Source: an optimization exercise on an open RTL-to-GDS flow (aim: small area and a short achievable clock period). Production flows keep margins and buffers that such runs may drop. RTL that was checked went through simulation tests only; none was proved equivalent to the original. Power figures rest on the tool's default switching activity, not on a simulated workload.

Design fp_add, start of the top module:
module fp_add (
  input  logic        clk,
  input  logic        rst,
  input  logic        in_vld,
  input  logic [31:0] a,
  input  logic [31:0] b,
  output logic        sum_vld,
  output logic [31:0] sum
);
==> flow/config.mk <==
export PLATFORM = sky130hd
export DESIGN_NAME = fp_add
export DESIGN_NICKNAME = fp_add
export VERILOG_FILES = /design/flow/design.v
export SDC_FILE = /design/flow/constraint.sdc
export NUM_CORES = 4
export LEC_CHECK = 0
export ABC_AREA = 1
export CAP_MARGIN = 20
export CORE_MARGIN = 2
export CORE_UTILIZATION = 40
export PLACE_DENSITY = 0.6
export SLEW_MARGIN = 20
==> flow/constraint.sdc <==
create_clock -name core_clock -period 3.5 [get_ports {clk}]
set_input_delay 0.7000 -clock core_clock [delete_from_list [all_inputs] [get_ports {clk}]]
set_output_delay 0.7000 -clock core_clock [all_outputs]
set_load 0.01 [all_outputs]
run.sh (not shown) runs the stock make flow with config.mk's settings and CLKGATE_MAP_FILE= SYNTH_SCRIPT=/design/flow/synth_recipe.tcl, a recipe that flattens the netlist after the stock synthesis.
The baseline passed the timing, DRC and antenna checks.
Edit:
- ABC_AREA: 1 -> unset
What happened: The new run produced a clean layout; non-clock buffer count goes up by 25; worst setup slack degrades by 270 ps; hold slack is about the same; critical path depth decreases by 3; final area drops by a few percent; sequential power came out higher slightly; register-to-register slack loses 270 ps; count of clock-buffer cells in the layout is higher by 3; synthesized cell count goes down by a quarter to a third; routed wire length decreases by about a fifth.
Edit:
- ABC_CLOCK_PERIOD_IN_PS: unset -> 2500
- SETUP_SLACK_MARGIN: unset -> 1.0
Synthesized area is unchanged.
Total power went up by about 10%.
Die area does not change.
Setup slack gains 57 ps.
Global-route usage went up by 0.76 points.
Cell area went up by about 12%.
Function was not checked in any run of this note: the RTL went through the layout flow alone.

* * *

## the baseline
The RTL this note starts from:
==> flow/design.v <==
module fp_add (
  input  logic        clk,
  input  logic        rst,
  input  logic        in_vld,
  input  logic [31:0] a,
  input  logic [31:0] b,
  output logic        sum_vld,
  output logic [31:0] sum
);
  localparam bit CUT1 = 1;   
  localparam bit CUT2 = 1;   
  localparam bit CUT3 = 1;   
  localparam bit CUT4 = 1;   
  localparam bit CUT5 = 1;   
  logic        swap;
  logic [31:0] x, y;
  logic [7:0]  dd;
  logic        sub;
  assign swap = a[30:0] < b[30:0];
  assign x    = swap ? b : a;
  assign y    = swap ? a : b;
  assign dd   = swap ? b[30:23] - a[30:23] : a[30:23] - b[30:23];
  assign sub  = a[31] ^ b[31];
  logic        v1, s1, sub1, far1;
  logic [7:0]  e1;
  logic [22:0] mx1, my1;
  logic [4:0]  d1;
  if (CUT1) begin : g_cut1
    always_ff @(posedge clk) begin
      if (rst) v1 <= 1'b0;
      else     v1 <= in_vld;
      s1   <= x[31];
      e1   <= x[30:23];
      mx1  <= x[22:0];
      my1  <= y[22:0];
      d1   <= dd[4:0];
      far1 <= dd[7:5] != 3'd0;
      sub1 <= sub;
    end
  end else begin : g_nocut1
    assign v1   = in_vld;
    assign s1   = x[31];
    assign e1   = x[30:23];
    assign mx1  = x[22:0];
    assign my1  = y[22:0];
    assign d1   = dd[4:0];
    assign far1 = dd[7:5] != 3'd0;
    assign sub1 = sub;
  end
  logic [23:0] ys;
  assign ys = far1 ? 24'd0 : ({1'b1, my1} >> d1);
  logic        v2, s2, sub2;
  logic [7:0]  e2;
  logic [22:0] mx2;
  logic [23:0] ys2;
  if (CUT2) begin : g_cut2
    always_ff @(posedge clk) begin
      if (rst) v2 <= 1'b0;
      else     v2 <= v1;
      s2   <= s1;
      e2   <= e1;
      mx2  <= mx1;
      ys2  <= ys;
      sub2 <= sub1;
    end
  end else begin : g_nocut2
    assign v2   = v1;
    assign s2   = s1;
    assign e2   = e1;
    assign mx2  = mx1;
    assign ys2  = ys;
    assign sub2 = sub1;
  end
  logic [24:0] u;
  assign u = {2'b01, mx2} + ({1'b0, ys2} ^ {25{sub2}}) + {24'd0, sub2};
  logic        v3, s3;
  logic [7:0]  e3;
  logic [24:0] u3;
  if (CUT3) begin : g_cut3
    always_ff @(posedge clk) begin
      if (rst) v3 <= 1'b0;
      else     v3 <= v2;
      s3 <= s2;
      e3 <= e2;
      u3 <= u;
    end
  end else begin : g_nocut3
    assign v3 = v2;
    assign s3 = s2;
    assign e3 = e2;
    assign u3 = u;
  end
  logic [24:0] n1, n2;
  logic [1:0]  lzh;
  assign lzh[1] = u3[24:9] == 16'd0;
  assign n1     = lzh[1] ? {u3[8:0], 16'd0} : u3;
  assign lzh[0] = n1[24:17] == 8'd0;
  assign n2     = lzh[0] ? {n1[16:0], 8'd0} : n1;
  logic        v4, s4;
  logic [7:0]  e4;
  logic [24:0] n24;
  logic [1:0]  lzh4;
  if (CUT4) begin : g_cut4
    always_ff @(posedge clk) begin
      if (rst) v4 <= 1'b0;
      else     v4 <= v3;
      s4   <= s3;
      e4   <= e3;
      n24  <= n2;
      lzh4 <= lzh;
    end
  end else begin : g_nocut4
    assign v4   = v3;
    assign s4   = s3;
    assign e4   = e3;
    assign n24  = n2;
    assign lzh4 = lzh;
  end
  logic [24:0] n3, n4, n5;
  logic [2:0]  lzl;
  assign lzl[2] = n24[24:21] == 4'd0;
  assign n3     = lzl[2] ? {n24[20:0], 4'd0} : n24;
  assign lzl[1] = n3[24:23] == 2'd0;
  assign n4     = lzl[1] ? {n3[22:0], 2'd0} : n3;
  assign lzl[0] = !n4[24];
  assign n5     = lzl[0] ? {n4[23:0], 1'b0} : n4;
  logic        nz;
  logic [31:0] res;
  assign nz  = n5[24];
  assign res = {s4 & nz, (e4 + 8'd1 - {3'd0, lzh4, lzl}) & {8{nz}}, n5[23:1]};
  if (CUT5) begin : g_cut5
    always_ff @(posedge clk) begin
      if (rst) sum_vld <= 1'b0;
      else     sum_vld <= v4;
      sum <= res;
    end
  end else begin : g_nocut5
    assign sum_vld = v4;
    assign sum     = res;
  end
endmodule
Settings: LEC_CHECK=0, CAP_MARGIN=20, CORE_MARGIN=2, CORE_UTILIZATION=40, CTS_BUF_LIST=sky130_fd_sc_hd__clkbuf_8, CTS_CLUSTER_SIZE=40, PLACE_DENSITY=0.6, SLEW_MARGIN=20; clock period 3.5 ns.
Every stage of the flow completed for the baseline, and the final layout passed the timing, DRC and antenna checks.
The inputs of the candidate differ from those of the baseline as listed below.
- CTS_BUF_LIST changed from sky130_fd_sc_hd__clkbuf_8 to sky130_fd_sc_hd__clkbuf_4
- CTS_CLUSTER_SIZE removed (was 40)
Endpoint of the worst setup timing path = u3[24]: the baseline; endpoint of the worst setup timing path = u3[23]: the candidate. Diff the baseline -> the candidate: count of vias placed by the detailed router went up by 161, core utilization went down by 0.23 points, relative area of non-clock buffer cells in the final design was more or less identical, per-cell via count in the routed design went down by about 0.32%.
No run of this note included a check of the RTL's function; only the layout flow was run.

* * *

Another version of the RTL of fp_add (not shown whole).
Size: ~1400 cells after synthesis, about 100 I/O pins.
==> flow/config.mk <==
export PLATFORM = sky130hd
export DESIGN_NAME = fp_add
export DESIGN_NICKNAME = fp_add
export VERILOG_FILES = /design/flow/design.v
export SDC_FILE = /design/flow/constraint.sdc
export NUM_CORES = 4
export LEC_CHECK = 0
export ABC_AREA = 1
export CAP_MARGIN = 20
export CORE_MARGIN = 2
export CORE_UTILIZATION = 40
export CTS_BUF_LIST = sky130_fd_sc_hd__clkbuf_4 sky130_fd_sc_hd__clkbuf_8
export CTS_CLUSTER_DIAMETER = 50
export CTS_CLUSTER_SIZE = 16
export PLACE_DENSITY = 0.6
export SETUP_SLACK_MARGIN = 1.7
export SLEW_MARGIN = 20
==> flow/constraint.sdc <==
create_clock -name core_clock -period 3.5 [get_ports {clk}]
set_input_delay 0.7000 -clock core_clock [delete_from_list [all_inputs] [get_ports {clk}]]
set_output_delay 0.7000 -clock core_clock [all_outputs]
set_load 0.01 [all_outputs]
standard.sh (not shown) runs the stock make flow with config.mk's settings and CLKGATE_MAP_FILE= SYNTH_SCRIPT=/design/flow/synth_recipe.tcl, a recipe that flattens the netlist after the stock synthesis.
==> flow/flow/run.sh <==
#!/bin/bash
# The standard layout, with the ports buffered by the smallest plain buffer
# (buf_1) instead of the delay buffer ORFS picks by default.
set -euo pipefail
bash standard.sh BUFFER_PORTS_ARGS="-buffer_cell sky130_fd_sc_hd__buf_1" finish > standard.log 2>&1
The first run finished with timing, DRC and antenna clean.
Next try:
Settings changed: CORE_UTILIZATION 40 to 50, PLACE_DENSITY 0.6 to 0.7, SETUP_SLACK_MARGIN 1.7 to 1.5.
=>
- The new run finished clean
- routed wire length is lower by about a fifth
- synthesized cell count does not change
- critical path depth is higher by 1
- via count is lower by a few percent
Next try:
Settings changed: CORE_UTILIZATION 50 to 40, CTS_BUF_LIST sky130_fd_sc_hd__clkbuf_4 sky130_fd_sc_hd__clkbuf_8 to sky130_fd_sc_hd__clkbuf_8, CTS_CLUSTER_DIAMETER 50 to 60, CTS_CLUSTER_SIZE 16 to 20, PLACE_DENSITY 0.7 to 0.6, SETUP_SLACK_MARGIN 1.5 to 1.3.
What happened: The new run completed without violations. Synthesized area stays the same. Setup slack loses 0.079 ns. Worst hold slack gains 0.0060 ns. Register-to-register slack loses 0.08 ns.
Next try:
Settings changed: CTS_BUF_LIST sky130_fd_sc_hd__clkbuf_8 to sky130_fd_sc_hd__clkbuf_4 sky130_fd_sc_hd__clkbuf_8, CTS_CLUSTER_DIAMETER 60 to 50, CTS_CLUSTER_SIZE 20 to 16, PLACE_DENSITY 0.6 to 0.7, SETUP_SLACK_MARGIN 1.3 to 1.5.
=>
- area after synthesis does not change
- core utilization increases by 2.2 points
- synthesized cell count stays the same
- routed wire length went up by 2.6%
- total power is higher by 5.1%
- maximum frequency climbs by 2.9%

* * *

Setup of run A:
fp_add, a different RTL version from the one above (not shown whole).
Size: about 1400 cells after synthesis, roughly 230 flip-flops, ~100 I/O pins, about 11000 um^2 of cells after synthesis.
==> flow/config.mk <==
export PLATFORM = sky130hd
export DESIGN_NAME = fp_add
export DESIGN_NICKNAME = fp_add
export VERILOG_FILES = /design/flow/design.v
export SDC_FILE = /design/flow/constraint.sdc
export NUM_CORES = 4
export LEC_CHECK = 0
export ABC_AREA = 1
export CAP_MARGIN = 20
export CORE_MARGIN = 2
export CORE_UTILIZATION = 40
export CTS_CLUSTER_DIAMETER = 80
export CTS_CLUSTER_SIZE = 30
export PLACE_DENSITY = 0.6
export SETUP_SLACK_MARGIN = 1.45
export SLEW_MARGIN = 20
==> flow/constraint.sdc <==
create_clock -name core_clock -period 3.5 [get_ports {clk}]
set_input_delay 0.7000 -clock core_clock [delete_from_list [all_inputs] [get_ports {clk}]]
set_output_delay 0.7000 -clock core_clock [all_outputs]
set_load 0.01 [all_outputs]
Scripts as last shown in full above: flow/flow/run.sh
> inputs changed (run A -> run B)
Settings: changing SETUP_SLACK_MARGIN from 1.45 to 1.0; removing ABC_AREA (formerly 1).
==> comparison <==
- For the multi-input combinational area share, run B came in 0.80 points higher than run A did.
- | power | run B vs run A | better |
- The critical path arrival number comes out higher for run B vs run A.
> inputs changed (run B -> run C)
Settings: ABC_AREA now 1, previously not set; SETUP_SLACK_MARGIN now 1.3, was 1.0.
Results
Worst-case vdd ir drop ended up about 44% lower on run C than on run B.
Summary of run C over run B: sequential cell count roughly the same, overall routing resource usage higher, total power higher.
Edits applied to the flow inputs when going from run C to run D:
Settings: SETUP_SLACK_MARGIN: 1.3 -> 1.15; ABC_AREA: 1 -> unset.
Run comparison: run D last element of the critical path far1; run C last element of the critical path n34[12]. Run C ended up with flip-flop to flip-flop as its kind of critical path; run D ended up with input pin to flip-flop. Run D vs. run C: mux cell area share after synthesis now larger; net count after synthesis now smaller; static leakage -about 9%; wire length of the first global-routing pass now sits lower. Vertical die dimension of run D falls short of that of run C slightly. Run D ended up with a higher actual transition at the worst max-transition pin than run C did. Run comparison: run D source of the critical timing path a[23]; run C source of the critical timing path u3[17]. Summary of run D over run C: part of the total power dissipated in combinational logic went down by 3.8 points, routed wire length went down by 2.9%, area after synthesis went down by 200 um^2. Run D vs. run C: worst setup slack shrank by 0.27 ns, number of nets in the finished design -about 18%.

* * *

run 1:
fp_add, a different RTL version from the one above (not shown whole).
For scale: roughly 1400 cells after synthesis, roughly 100 I/O pins, ~11000 um2 of cells after synthesis.
export LEC_CHECK = 0
export ABC_AREA = 1
export CAP_MARGIN = 20
export CORE_MARGIN = 2
export CORE_UTILIZATION = 40
export CTS_BUF_LIST = sky130_fd_sc_hd__clkbuf_4 sky130_fd_sc_hd__clkbuf_8
export CTS_CLUSTER_DIAMETER = 50
export CTS_CLUSTER_SIZE = 16
export PLACE_DENSITY = 0.6
export SETUP_SLACK_MARGIN = 1.5
export SLEW_MARGIN = 20
create_clock -name core_clock -period 3.5 [get_ports {clk}]
Scripts as last shown in full above: flow/flow/run.sh
Inputs modified between run 1 and run 2:
==> flow/config.mk <==
export PLATFORM = sky130hd
export DESIGN_NAME = fp_add
export DESIGN_NICKNAME = fp_add
export VERILOG_FILES = /design/flow/design.v
export SDC_FILE = /design/flow/constraint.sdc
export NUM_CORES = 4
export LEC_CHECK = 0
export CAP_MARGIN = 20
export CORE_MARGIN = 2
export CORE_UTILIZATION = 40
export PLACE_DENSITY = 0.6
export SETUP_SLACK_MARGIN = 0.7
export SLEW_MARGIN = 20
### Flow results
Looking at the reports, run 2 completed the entire flow and the layout it produced met the timing, DRC and antenna checks. Post-synthesis share of cell area spent on full adders, half adders and majority gates ended up 0.24 points higher on run 2 than on run 1. NOTE via count run 1->run 2 decreased by more than 10%. Run 2 ends up with a clock distribution power that is 42% higher than in run 1. Changes observed in run 2 relative to run 1: clock slew seen by the registers of the worst setup and hold paths went down 30 ps; worst clock skew lower; area after synthesis now sits lower; overall routing resource usage decreased 1.4 points.
Edits applied to the flow inputs when going from run 2 to run 3:
==> flow/run.sh (new file) <==
#!/bin/bash
# synth_recipe.tcl (not shown) runs the flow's synth.tcl, then flattens the netlist and writes it again
# the make line also repeats each setting of config.mk as NAME=value (left out here)
make -C /OpenROAD-flow-scripts/flow DESIGN_CONFIG=/design/flow/config.mk WORK_HOME=/design/flow/orfs CLKGATE_MAP_FILE= SYNTH_SCRIPT=/design/flow/synth_recipe.tcl finish
removed: flow/flow/run.sh
removed: flow/standard.sh
Notes after the runs:
On run 3: share of final-layout standard cells stronger than drive strength 1 is 2.2 points higher than what run 2 gave.
Run comparison: run 2 startpoint of the worst setup timing path u3[21]; run 3 startpoint of the worst setup timing path a[26]
From run 2 to run 3 the numbers moved as follows: worst setup slack went down 81 ps, highest achievable clock rate went down 3.0%, cell area has increased, via total after detailed routing saw an increase.

* * *

Setup of main:
fp_add, a different RTL version from the one above (not shown whole).
Size: roughly 1500 cells after synthesis, roughly 100 I/O pins, about 0.011 sq mm of cells after synthesis.
// fp_add
module fp_add (
  input  logic        clk,
  input  logic        rst,
  input  logic        in_vld,
  input  logic [31:0] a,
  input  logic [31:0] b,
  output logic        sum_vld,
  output logic [31:0] sum
);
clock: 3.5 ns
lec_check: 0
abc_area: 1
cap_margin: 20
core_margin: 2
core_utilization: 40
cts_buf_list: sky130_fd_sc_hd__clkbuf_4 sky130_fd_sc_hd__clkbuf_8
cts_cluster_diameter: 50
cts_cluster_size: 16
place_density: 0.6
setup_slack_margin: 1.5
slew_margin: 20
==> flow/flow/run.sh <==
#!/bin/bash
# The standard layout, with the ports buffered by the smallest plain buffer
# (buf_1) instead of the delay buffer ORFS picks by default.
set -euo pipefail
bash standard.sh BUFFER_PORTS_ARGS="-buffer_cell sky130_fd_sc_hd__buf_1" finish > standard.log 2>&1
Looking at the reports, main completed the entire flow and the layout it produced met the timing, DRC and antenna checks.
What the feature branch does differently from main at the input level:
- SETUP_SLACK_MARGIN: 1.5 -> 1.6
--- outcome ---
Compare main and the feature branch | CTS buffer count higher: the feature branch. Between main and the feature branch, sequential share of layout area decreased. The feature branch ended with more total via count after detailed routing than main. Summary of the feature branch over main: pin count of the biggest net entering global routing now smaller, final total power now larger.
No run of this note included a check of the RTL's function; only the layout flow was run.

[afterwards: timing with drivers on the ports]
How much do the figures lean on ideal ports? The routed layouts below were timed once more, with nothing changed but the port constraints. Step 1, drivers: a clkbuf_16 drives clk and a buf_2 each remaining input, both assumed. Step 2 also shifts input and output timing later by t, the mid clock arrival at the registers, as if the neighbouring blocks saw the same clock. Slacks: no drivers / after step 1 / after step 2; pairs: no drivers / after step 1.
run | t, ns | setup slack, ns | worst hold slack (ns) | worst setup path after step 2 | worst data-port slew with drivers (ns)
the first run of note 1 | 0.579 | 0.416 / 0.416 / 0.222 | 0.325 / 0.325 / 0.325 | input to register | 0.04
the second run of note 1 | 0.554 | 0.145 / 0.145 / -0.035 | 0.325 / 0.325 / 0.325 | input to register | 0.03
the third run of note 1 | 0.552 | 0.203 / 0.203 / 0.203 | 0.323 / 0.323 / 0.323 | register to register | 0.04
the baseline | 0.557 | 0.333 / 0.333 / -0.046 | 0.323 / 0.323 / 0.323 | input to register | 0.03
the candidate | 0.698 | 0.349 / 0.349 / -0.040 | 0.303 / 0.303 / 0.303 | input to register | 0.03
the first run of note 3 | 0.589 | 1.548 / 1.548 / 0.961 | 0.329 / 0.307 / 0.329 | input to register | 0.06
the second run of note 3 | 0.585 | 1.521 / 1.521 / 1.003 | 0.324 / 0.316 / 0.324 | input to register | 0.04
the third run of note 3 | 0.581 | 1.442 / 1.442 / 0.897 | 0.330 / 0.319 / 0.330 | input to register | 0.03
the fourth run of note 3 | 0.585 | 1.500 / 1.508 / 0.929 | 0.331 / 0.321 / 0.331 | input to register | 0.04
run A | 0.532 | 1.403 / 1.403 / 1.035 | 0.326 / 0.326 / 0.326 | input to register | 0.05
run B | 0.527 | 1.057 / 1.057 / 0.604 | 0.299 / 0.299 / 0.299 | input to register | 0.04
run C | 0.530 | 1.382 / 1.382 / 0.983 | 0.325 / 0.325 / 0.325 | input to register | 0.05
run D | 0.532 | 1.115 / 1.143 / 0.611 | 0.324 / 0.324 / 0.324 | input to register | 0.04
run 1 | 0.594 | 1.389 / 1.389 / 0.991 | 0.328 / 0.319 / 0.328 | input to register | 0.04
run 2 | 0.556 | 0.863 / 0.863 / 0.402 | 0.325 / 0.325 / 0.325 | input to register | 0.05
run 3 | 0.573 | 0.782 / 0.809 / 0.235 | 0.324 / 0.324 / 0.324 | input to register | 0.05
main | 0.588 | 1.436 / 1.436 / 1.065 | 0.335 / 0.327 / 0.335 | input to register | 0.04
the feature branch | 0.596 | 1.403 / 1.403 / 1.110 | 0.320 / 0.296 / 0.329 | input to register | 0.04
Met with ideal ports but missed after step 2: setup timing in the second run of note 1, the baseline and the candidate. For the first run of note 3, which loses most, drivers alone change the setup slack by 0.000 ns; drivers and shift together by -0.587 ns.
